Source: an optimization exercise on an open RTL-to-GDS flow (aim: small area and a short achievable clock period). Production flows keep margins and buffers that such runs may drop.
In this exercise RTL edits were held to simulation tests only and were not proved equivalent to the original.
Power figures rest on the tool's default switching activity, not on a simulated workload.

Setup of rev 12:
==> module core, before the edit <==
module core(input clock,
	    input reset,
	    input [31:0] IF_instruction,
	    output [31:0] pc_register,
	    output [31:0] dmem_address,
	    output [31:0] dmem_write_data,
	    output dmem_write_enable,
	    output dmem_read_enable,
	    input [31:0] dmem_read_data,
	    output wb_enable,
	    output [4:0] wb_register,
	    output [31:0] wb_data);
	integer i;
	reg [31:0] pc;
	reg        id_jr, id_beq, id_we, id_load, id_store, id_use_imm;
	reg [1:0]  id_alu;           
	reg [4:0]  id_dst;
	reg [15:0] id_imm;
	reg [31:0] id_pc;
	reg [31:1] id_sel1, id_sel2;  
	reg        id_byp1, id_byp2;  
	reg        ex_we, ex_load, ex_store, ex_use_imm;
	reg [1:0]  ex_alu;
	reg [4:0]  ex_dst;
	reg [15:0] ex_imm;
	reg [31:0] ex_a, ex_b;
	reg        mem_we, mem_re, mem_dwe;
	reg [4:0]  mem_dst;
	reg [31:0] mem_res, mem_sd;
	reg        wb_en;
	reg [4:0]  wb_reg;
	reg [31:0] wb_val;
	reg [31:0] rf [1:31];
	reg [31:1] rf_valid;
	reg [31:1] rf_wen;
	always @(*) begin
		for (i = 1; i < 32; i = i + 1)
			rf_wen[i] = wb_en & (wb_reg == i);
	end
	always @(posedge clock) begin
		for (i = 1; i < 32; i = i + 1)
			if (rf_wen[i]) rf[i] <= wb_val;
	end
	always @(posedge clock or posedge reset) begin
		if (reset) rf_valid <= 0;
		else rf_valid <= rf_valid | rf_wen;
	end
	wire [5:0] f_op = IF_instruction[31:26];
	wire [5:0] f_fn = IF_instruction[5:0];
	wire [4:0] f_rs = IF_instruction[25:21];
	wire [4:0] f_rt = IF_instruction[20:16];
	wire [4:0] f_rd = IF_instruction[15:11];
	wire f_rtype = (f_op == 6'h0);
	wire f_add  = f_rtype & (f_fn == 6'b100000);
	wire f_and  = f_rtype & (f_fn == 6'b100100);
	wire f_sub  = f_rtype & (f_fn == 6'b100010);
	wire f_xor  = f_rtype & (f_fn == 6'b100110);
	wire f_jr   = f_rtype & (f_fn == 6'b001000);
	wire f_addi = (f_op == 6'b001000);
	wire f_andi = (f_op == 6'b001100);
	wire f_beq  = (f_op == 6'b000100);
	wire f_lw   = (f_op == 6'b100011);
	wire f_sw   = (f_op == 6'b101011);
	wire f_itype = f_addi | f_andi | f_lw | f_sw;
	wire f_we = f_add | f_and | f_sub | f_xor | f_addi | f_andi | f_lw;
	wire [31:1] rf_valid_next = rf_valid | rf_wen;
	reg [31:1] f_keep;
	reg [31:1] f_sel1, f_sel2;
	always @(*) begin
		for (i = 1; i < 32; i = i + 1) begin
			f_keep[i] = rf_valid_next[i] & ~(mem_we & (mem_dst == i));
			f_sel1[i] = (f_rs == i) & f_keep[i];
			f_sel2[i] = (f_rt == i) & f_keep[i];
		end
	end
	wire f_byp1 = mem_we & (mem_dst == f_rs) & (f_rs != 5'd0);
	wire f_byp2 = mem_we & (mem_dst == f_rt) & (f_rt != 5'd0);
	always @(posedge clock or posedge reset) begin
		if (reset) begin
			id_jr <= 0;
			id_beq <= 0;
			id_we <= 0;
			id_load <= 0;
			id_store <= 0;
		end else begin
			id_jr <= f_jr;
			id_beq <= f_beq;
			id_we <= f_we;
			id_load <= f_lw;
			id_store <= f_sw;
		end
	end
	always @(posedge clock) begin
		id_use_imm <= f_itype;
		id_alu <= {f_and | f_andi | f_xor, f_sub | f_xor};
		id_dst <= f_itype ? f_rt : f_rd;
		id_imm <= IF_instruction[15:0];
		id_pc <= pc;
		id_sel1 <= f_sel1;
		id_sel2 <= f_sel2;
		id_byp1 <= f_byp1;
		id_byp2 <= f_byp2;
	end
	reg [31:0] rd1, rd2;
	always @(*) begin
		rd1 = id_byp1 ? wb_val : 32'h0;
		rd2 = id_byp2 ? wb_val : 32'h0;
		for (i = 1; i < 32; i = i + 1) begin
			rd1 = rd1 | (id_sel1[i] ? rf[i] : 32'h0);
			rd2 = rd2 | (id_sel2[i] ? rf[i] : 32'h0);
		end
	end
	wire [31:0] br_target = id_pc + {{14{id_imm[15]}}, id_imm, 2'b00};
	wire taken = id_beq & (rd1 == rd2);
	always @(posedge clock or posedge reset) begin
		if (reset) pc <= 0;
		else if (id_jr) pc <= rd1;
		else if (taken) pc <= br_target;
		else pc <= pc + 32'd4;
	end
	always @(posedge clock or posedge reset) begin
		if (reset) begin
			ex_we <= 0;
			ex_load <= 0;
			ex_store <= 0;
		end else begin
			ex_we <= id_we;
			ex_load <= id_load;
			ex_store <= id_store;
		end
	end
	always @(posedge clock) begin
		ex_use_imm <= id_use_imm;
		ex_alu <= id_alu;
		ex_dst <= id_dst;
		ex_imm <= id_imm;
		ex_a <= rd1;
		ex_b <= rd2;
	end
	wire [31:0] opb = ex_use_imm ? {{16{ex_imm[15]}}, ex_imm} : ex_b;
	wire [31:0] opb_x = opb ^ {32{ex_alu[0]}};
	wire [32:0] sum = {ex_a, 1'b1} + {opb_x, ex_alu[0]};
	wire [31:0] res = ex_alu[1] ? (ex_alu[0] ? (ex_a ^ opb) : (ex_a & opb)) : sum[32:1];
	always @(posedge clock or posedge reset) begin
		if (reset) begin
			mem_we <= 0;
			mem_re <= 0;
			mem_dwe <= 0;
		end else begin
			mem_we <= ex_we;
			mem_re <= ex_we & ex_load;
			mem_dwe <= ex_store;
		end
	end
	always @(posedge clock) begin
		mem_dst <= ex_dst;
		mem_res <= res;
		mem_sd <= ex_b;
	end
	assign dmem_address = mem_res;
	assign dmem_write_data = mem_sd;
	assign dmem_write_enable = mem_dwe;
	assign dmem_read_enable = mem_re;
	always @(posedge clock or posedge reset) begin
		if (reset) wb_en <= 0;
		else wb_en <= mem_we;
	end
	always @(posedge clock) begin
		wb_reg <= mem_dst;
		wb_val <= mem_re ? dmem_read_data : mem_res;
	end
	assign wb_enable = wb_en;
	assign wb_register = wb_reg;
	assign wb_data = wb_val;
	assign pc_register = pc;
endmodule
Settings: LEC_CHECK=0, CAP_MARGIN=20, CORE_MARGIN=2, CORE_UTILIZATION=40, SLEW_MARGIN=20; clock period 11.0 ns.
run.sh (not shown) runs the stock make flow with config.mk's settings and CLKGATE_MAP_FILE= SYNTH_SCRIPT=/design/flow/synth_recipe.tcl, a recipe that flattens the netlist after the stock synthesis.
Here is what was changed in the inputs of rev 13 compared with rev 12.
--- a/flow/design.v
+++ b/flow/design.v
@@ -18,5 +18,5 @@
 	reg [15:0] id_imm;
 	reg [31:0] id_pc;
-	reg [31:1] id_sel1, id_sel2;  
+	reg [31:0] id_rd1, id_rd2;    
 	reg        id_byp1, id_byp2;  
 	reg        ex_we, ex_load, ex_store, ex_use_imm;
@@ -64,12 +64,15 @@
 	wire f_itype = f_addi | f_andi | f_lw | f_sw;
 	wire f_we = f_add | f_and | f_sub | f_xor | f_addi | f_andi | f_lw;
-	wire [31:1] rf_valid_next = rf_valid | rf_wen;
 	reg [31:1] f_keep;
-	reg [31:1] f_sel1, f_sel2;
+	reg [31:0] f_rd1, f_rd2;
 	always @(*) begin
+		f_rd1 = (wb_en & (wb_reg == f_rs)) ? wb_val : 32'h0;
+		f_rd2 = (wb_en & (wb_reg == f_rt)) ? wb_val : 32'h0;
+		if (f_rs == 5'd0) f_rd1 = 32'h0;
+		if (f_rt == 5'd0) f_rd2 = 32'h0;
 		for (i = 1; i < 32; i = i + 1) begin
-			f_keep[i] = rf_valid_next[i] & ~(mem_we & (mem_dst == i));
-			f_sel1[i] = (f_rs == i) & f_keep[i];
-			f_sel2[i] = (f_rt == i) & f_keep[i];
+			f_keep[i] = rf_valid[i] & ~rf_wen[i];
+			f_rd1 = f_rd1 | (((f_rs == i) & f_keep[i]) ? rf[i] : 32'h0);
+			f_rd2 = f_rd2 | (((f_rt == i) & f_keep[i]) ? rf[i] : 32'h0);
 		end
 	end
@@ -97,18 +100,11 @@
 		id_imm <= IF_instruction[15:0];
 		id_pc <= pc;
-		id_sel1 <= f_sel1;
-		id_sel2 <= f_sel2;
+		id_rd1 <= f_rd1;
+		id_rd2 <= f_rd2;
 		id_byp1 <= f_byp1;
 		id_byp2 <= f_byp2;
 	end
-	reg [31:0] rd1, rd2;
-	always @(*) begin
-		rd1 = id_byp1 ? wb_val : 32'h0;
-		rd2 = id_byp2 ? wb_val : 32'h0;
-		for (i = 1; i < 32; i = i + 1) begin
-			rd1 = rd1 | (id_sel1[i] ? rf[i] : 32'h0);
-			rd2 = rd2 | (id_sel2[i] ? rf[i] : 32'h0);
-		end
-	end
+	wire [31:0] rd1 = id_byp1 ? wb_val : id_rd1;
+	wire [31:0] rd2 = id_byp2 ? wb_val : id_rd2;
 	wire [31:0] br_target = id_pc + {{14{id_imm[15]}}, id_imm, 2'b00};
 	wire taken = id_beq & (rd1 == rd2);
==> run summary <==
Diff rev 12 -> rev 13: post-layout minimum cycle time shows a reduction of 240 ps, die area shows an increase of 2.1%, number of antenna violations at the first check in global routing shows a reduction of 2. Rev 13 — fraction of power consumed by the clock network 1.0 points lower, rev 12 as reference. Between rev 13 and rev 12, the difference in total power is negligible. Part of the power in combinational logic: rev 13 > rev 12. Summary of rev 13 over rev 12: routed wire length rose 0.97%, area growth from synthesis to layout ~0 delta, routed via count rose 652, instance count on the critical path went down 4, smallest setup slack after layout increased 240 ps.

==> port drivers added, routing unchanged <==
How much do the figures lean on ideal ports? The routed layouts below were timed once more, with nothing changed but the port constraints. Step 1, drivers: a clkbuf_16 drives clock and a buf_2 each remaining input, both assumed. Step 2 times the ports against the registers' clock, not the clock port: input delays grow and output delays shrink by t, the midpoint of the rising clock arrivals with the driver on. Three values: ideal ports, drivers, drivers and shift; two values: the first two.
| run | shift t [ns] | slack for setup (ns) | clock arrival spread, ns | worst data-port slew with drivers (ns) |
|---|---|---|---|---|
| rev 12 | 0.871 | 5.902 / 5.902 / 5.902 | 0.035 / 0.035 | 0.07 |
| rev 13 | 0.861 | 6.147 / 6.206 / 5.345 | 0.032 / 0.032 | 0.06 |
After both steps every run listed still meets setup and hold. For rev 13, which loses most, drivers alone change the setup slack by +0.059 ns; drivers and shift together by -0.802 ns.
